Source: an optimization exercise on an open RTL-to-GDS flow (aim: small area). Production flows keep margins and buffers that such runs may drop.
In this exercise RTL edits were held to simulation tests only and were not proved equivalent to the original.
No activity file was given, so power comes from the tool's default toggle rates.

$ cat design.v
module Decoder(Selector, WriAdd, WriEn, Clock);
input [4:0] WriAdd;
input WriEn, Clock;
output [31:0] Selector;
reg       En;
reg [4:0] Add;
always @(posedge Clock)
begin
	En  <= WriEn;
	Add <= WriAdd;
end
assign Selector = {31'b0, En} << Add;
endmodule
module CompArchReg(R, DataI, Clock, EnWri);
input Clock, EnWri;
input [31:0] DataI;
output reg [31:0] R;
always @(posedge Clock)
	if (EnWri)
		R <= DataI;
endmodule
module Multiplex(R, ReadAdd, Output, Clock);
input [1023:0] R;
input [4:0] ReadAdd;
input Clock;
output reg [31:0] Output;
wire [31:0] Sel = 32'b1 << ReadAdd;
wire [31:0] Out;
genvar b, i;
generate
for (b = 0; b < 32; b = b + 1) begin : g_bit
	wire [31:0] col;
	for (i = 0; i < 32; i = i + 1) begin : g_col
		assign col[i] = R[32*i + b];
	end
	MuxBit mb (col, Sel, Out[b]);
end
endgenerate
always @(posedge Clock)
	Output <= Out;
endmodule
module MuxBit(D, Sel, O);
input [31:0] D, Sel;
output O;
wire [10:0] n;
genvar g;
generate
for (g = 0; g < 10; g = g + 1) begin : g_grp
	AndOr3 ao (D[3*g +: 3], Sel[3*g +: 3], n[g]);
end
endgenerate
assign n[10] = ~(D[30] & Sel[30] | D[31] & Sel[31]);
assign O = ~&n;
endmodule
module AndOr3(D, S, N);
input [2:0] D, S;
output N;
assign N = ~(D[0] & S[0] | D[1] & S[1] | D[2] & S[2]);
endmodule
module Register(Clock, Reset, EnWri, WriAdd, DataI, ReadA, ReadB, DataA, DataB);
input Clock, Reset, EnWri;
input [31:0] DataI;
input [4:0] WriAdd, ReadA, ReadB;
output [31:0] DataA, DataB;
wire [31:0] Selector;
wire [1023:0] Rall;
Decoder Dec (Selector, WriAdd, EnWri, Clock);
wire [31:0] DataW = DataI & {32{~Reset}};
genvar i;
generate
for (i = 0; i < 32; i = i + 1) begin : g_reg
	CompArchReg Reg (Rall[32*i +: 32], DataW, Clock, Selector[i] | Reset);
end
endgenerate
Multiplex MulA (Rall, ReadA, DataA, Clock);
Multiplex MulB (Rall, ReadB, DataB, Clock);
endmodule
$ cat run.sh
#!/bin/bash
# synth_recipe.tcl (not shown) runs the flow's synth.tcl, then flattens the netlist and writes it again
# the make line also repeats each setting of config.mk as NAME=value (left out here)
make -C /OpenROAD-flow-scripts/flow DESIGN_CONFIG=/design/flow/config.mk WORK_HOME=/design/flow/orfs CLKGATE_MAP_FILE= SYNTH_SCRIPT=/design/flow/synth_recipe.tcl finish
$ cat config.mk
export PLATFORM = sky130hd
export DESIGN_NAME = Register
export DESIGN_NICKNAME = Register
export VERILOG_FILES = /design/flow/design.v
export SDC_FILE = /design/flow/constraint.sdc
export NUM_CORES = 4
export LEC_CHECK = 0
export CAP_MARGIN = 20
export CORE_MARGIN = 2
export CORE_UTILIZATION = 40
export SLEW_MARGIN = 20
export SYNTH_HIERARCHICAL = 1
$ cat constraint.sdc
create_clock -name core_clock -period 5.0 [get_ports {Clock}]
set_input_delay 1.0000 -clock core_clock [delete_from_list [all_inputs] [get_ports {Clock}]]
set_output_delay 1.0000 -clock core_clock [all_outputs]
set_load 0.01 [all_outputs]
==> run notes <==
per-module statistics from Yosys, one instance, submodules excluded:
| module | area [um2] | cells inside | copies in the design |
|---|---|---|---|
| AndOr3 | 10.0 | 1 | 640 |
| Decoder | 350 | 53 | 1 |
| Multiplex | 855 | 79 | 2 |
| Register | 467 | 71 | 1 |
| CompArchReg | 961 | 32 | 32 |
| MuxBit | 36.3 | 5 | 64 |
sequential cells by signal, indices dropped and copies added, names as in the netlist:
signal	count
Dec.Add	5
g.Reg.R	1024
MulB.Output	32
Dec.En	1
MulA.Output	32
how the worst max path moves through the flow:
stage                           to  depth (start not counted)  slack, ns
floorplan           MulA.Output[0]                          5       2.02
global placement    MulA.Output[4]                          7       0.85
detailed placement  MulA.Output[4]                          7       0.73
CTS                 MulA.Output[4]                          7       1.44
global route        MulA.Output[4]                          7       1.42
finish              MulA.Output[4]                          7       1.33
report_power, final:
group | leakage, nW | internal (mW) | switching [mW]
Combinational | 4.10 | 0.473 | 0.937
Clock | 1.76 | 4.76 | 3.50
Sequential | 11.2 | 10.7 | 0.369
kinds of logic after synthesis:
family | synth area share (%)
AO/OA/AOI/OAI | 16.6
flip-flops | 76.5
buffers and inverters | 0.185
AND/OR/NAND/NOR | 6.69
stage by stage:
step / util [%] / hold WS (ns) / setup slack (ns) / total power, mW
after global placement: 44.5 / 0.577 / 0.851 / 12.5
final: 48.0 / 0.596 / 1.33 / 20.7
after detailed placement: 44.5 / 0.584 / 0.727 / 12.6
after global routing: 48.0 / 0.610 / 1.42 / 21.2
after floorplan: - / 0.567 / 2.02 / 11.7
after CTS: 48.0 / 0.592 / 1.44 / 20.7
critical path: cells and delay by family:
family / cells / cell delay [ns]
compound gates: 1 / 0.29
buf+inv: 2 / 0.82
simple gates: 4 / 2.08
cell usage in the layout (no fill, tap or decap), types with 32 or more instances in the layout:
master	Yosys	final
sky130_fd_sc_hd__edfxtp_1	1024	1024
sky130_fd_sc_hd__a222oi_1	640	640
sky130_fd_sc_hd__buf_4	0	133
sky130_fd_sc_hd__nand4_1	129	129
sky130_fd_sc_hd__clkdlybuf4s50_1	0	112
sky130_fd_sc_hd__clkbuf_16	0	109
sky130_fd_sc_hd__dfxtp_1	70	70
sky130_fd_sc_hd__nand2_1	67	67
sky130_fd_sc_hd__a22o_1	64	64
sky130_fd_sc_hd__or4_4	64	64
sky130_fd_sc_hd__or2_2	3	35
sky130_fd_sc_hd__nor2_2	0	35
sky130_fd_sc_hd__nor2_1	96	32
cell type report:
type                    count  share of cell area [%]
flip-flops and latches   1094                    64.5
clock inverters            56                    1.20
multi-input cells        1156                    20.5
well taps                1380                    3.47
clock buffers             145                    6.01
repair buffers            246                    4.29
routing by layer:
layer,wire length (um),up-vias,global-route usage [%]
met1,55600,15079,38.5
li1,-,11739,-
met2,68800,2758,42.3
met4,8590,0,13.7
met3,22700,404,6.38
met5,0,-,0
==> flow_summary.yaml <==
floorplan:
  initial_utilization_pct: 40.5
  dieWidth_um: 328
  std_cell_rows: 118
  die-height_um: 328
  design.core.area_um2: 104000
  floorplan.io_pins: 114
  dieArea_um2: 108000
clock_tree:
  post-cts-setup-buffers: 0
  post_cts_resize_count: 0
  cts_root_buffer: "sky130_fd_sc_hd__clkbuf_16"
  cts_inserted_buffers: 106
  cts_hold_repair.buffers: 0
  sinks_on_clock_net: 1094
  cts.reportedPaths.clkPinSlew_ns: 0.06
  cts_tree: "built"
  cts_htree_levels: 3
  max-clock-path-buffers: 3
  clk-insertion-delay-late_ns: 0.69
placed_design:
  portBuffers: 113
  detailedPlacementHpwl_mm: 93.2
  dp.cells: 3876
  placement.cell_area_um2: 46200
  gpl.final_weighted_congestion: 0.936
global_routing:
  vias_in_the_first_global_route: 29108
  first_pass_grt_wire_length_mm: 216
  grt_remaining_overflow: 0
  grt_max_degree: 50
  grtUsageTotal_pct: 28.1
  antenna_violations_before_repair: 0
logic_synthesis:
  synth-edff-count: 1024
  area_of_the_mapped_netlist_um2: 42000
  most_area_hungry_cell_type_in_the_yosys_netlist: "sky130_fd_sc_hd__edfxtp_1"
  ys_seq_elements: 1094
  ys_types: 25
  synth.top_cells.by_area: "sky130_fd_sc_hd__edfxtp_1 (73%), sky130_fd_sc_hd__a222oi_1 (15%), sky130_fd_sc_hd__dfxtp_1 (3.3%)"
  ys_warn_count: 9
  synth_cells: 2266
  synth-seq-area-share_pct: 76.5
  synthArstFlopShare_pct: 0
  most_used_standard_cells_in_the_synthesized_netlist: "sky130_fd_sc_hd__edfxtp_1 (1024), sky130_fd_sc_hd__a222oi_1 (640), sky130_fd_sc_hd__nand4_1 (129)"
  yosysTopAreaCellShare_pct: 73.2
  synthFlopType: "sky130_fd_sc_hd__edfxtp_1"
  count_leader_synth: "sky130_fd_sc_hd__edfxtp_1"
  synth_fp_nets: 2316
  synth_area_per_cell_um2: 18.5
drt:
  drt.antenna.violating_nets: 0
  detailed_route_wl_mm: 156
  via_count: 29980
  drt_drc_violations_left: 0
  detail_route.iter0.violations: 8186
  detailedRoute.firstPassIterationCount: 14
  viasPerCell: 7.35
  wl_per_cell_um: 38.2
sta:
  slew_headroom_pct: 17.8
  rsz0062_at_grt: "false"
  fin_crit_ns: 3.67
  report.final.slew_viol_count: 0
  timing.final.setup_violations: 0
  fin_tns_setup_ns: 0
  tightestPinTransition_ns: 1.23
  layout_worst_path_cycle_share_pct: 73.4
  max_clock_freq_ghz: 0.273
  final_hold_viol_count: 0
  finClkSkew_ns: 0.0286
pwr:
  total_leakage_power_nw: 17.0
  cellPowerDensity_nw_per_um2: 416
  ir_drop_mv: 0.267
critical_path:
  timing.critical_path.cells: "clkdlybuf4s50_1 -> nand2b_1 -> nor2_4 -> buf_4 -> a222oi_1 -> nand4_1 -> or4_4"
  reg2regPathDepth: 4
  critical_path.max_fanout: 18
  r2r_end: "g_reg[6].Reg.R[15]"
  worstSetupPathType: "primary input to flip-flop"
  worst_r2r_startpoint: "Dec.En"
  setup.worst_path.start: "ReadA[4]"
  timing.critical_path.required_ns: 5.57
  rrSetupSlack_ns: 2.32
  critical_path_slowest_stage_cell: "sky130_fd_sc_hd__nand2b_1"
  worstPathArrival_ns: 4.24
  maximum_cell_stage_delay_along_the_critical_path_ns: 0.63
  critical_path.startpoint_type: "primary input"
  critical_path.endpoint_type: "flip-flop"
worst_hold_path:
  hp-class: "flip-flop to flip-flop"
  min_delay_worst_endpoint: "MulB.Output[1]"
  hold_path_depth: 2
  worst_hold_startpoint: "g_reg[31].Reg.R[1]"
final_layout:
  multi_input_combinational_cell_area_um2: 10200
  nNetsFinal: 2654
  n_antenna_cell: 0
  fill_cells: 8527
  post-route-cell-area_um2: 49800
  area_delta_synth_final_pct: 18.6
  post_layout_nonfiller_instances: 4077
  sequential_cell_area_um2: 32200
  fraction_of_final_layout_cells_sized_beyond_drive_strength_1_pct: 18.1
job:
  timing.max_cap.violations: 0
outcome:
  outcome: "finished clean"

[re-timing with driven ports]
In the flow no input, the clock included, has a driving cell. The finished layout below was timed again as built, in two steps. Step 1, drivers: a clkbuf_16 drives Clock and a buf_2 each remaining input, both assumed. Step 2 times the ports against the registers' clock, not the clock port: input delays grow and output delays shrink by t, the midpoint of the rising clock arrivals with the driver on. a / b / c = ideal / step 1 / step 2; a / b = the first two.
shift t [ns]: 0.748
setup WS [ns]: 1.331 / 1.364 / 0.616
cell pins on the clock port's net: 1
After both steps this run still meets setup and hold. The setup slack of this run moves by +0.033 ns with the drivers and by -0.715 ns with both steps.
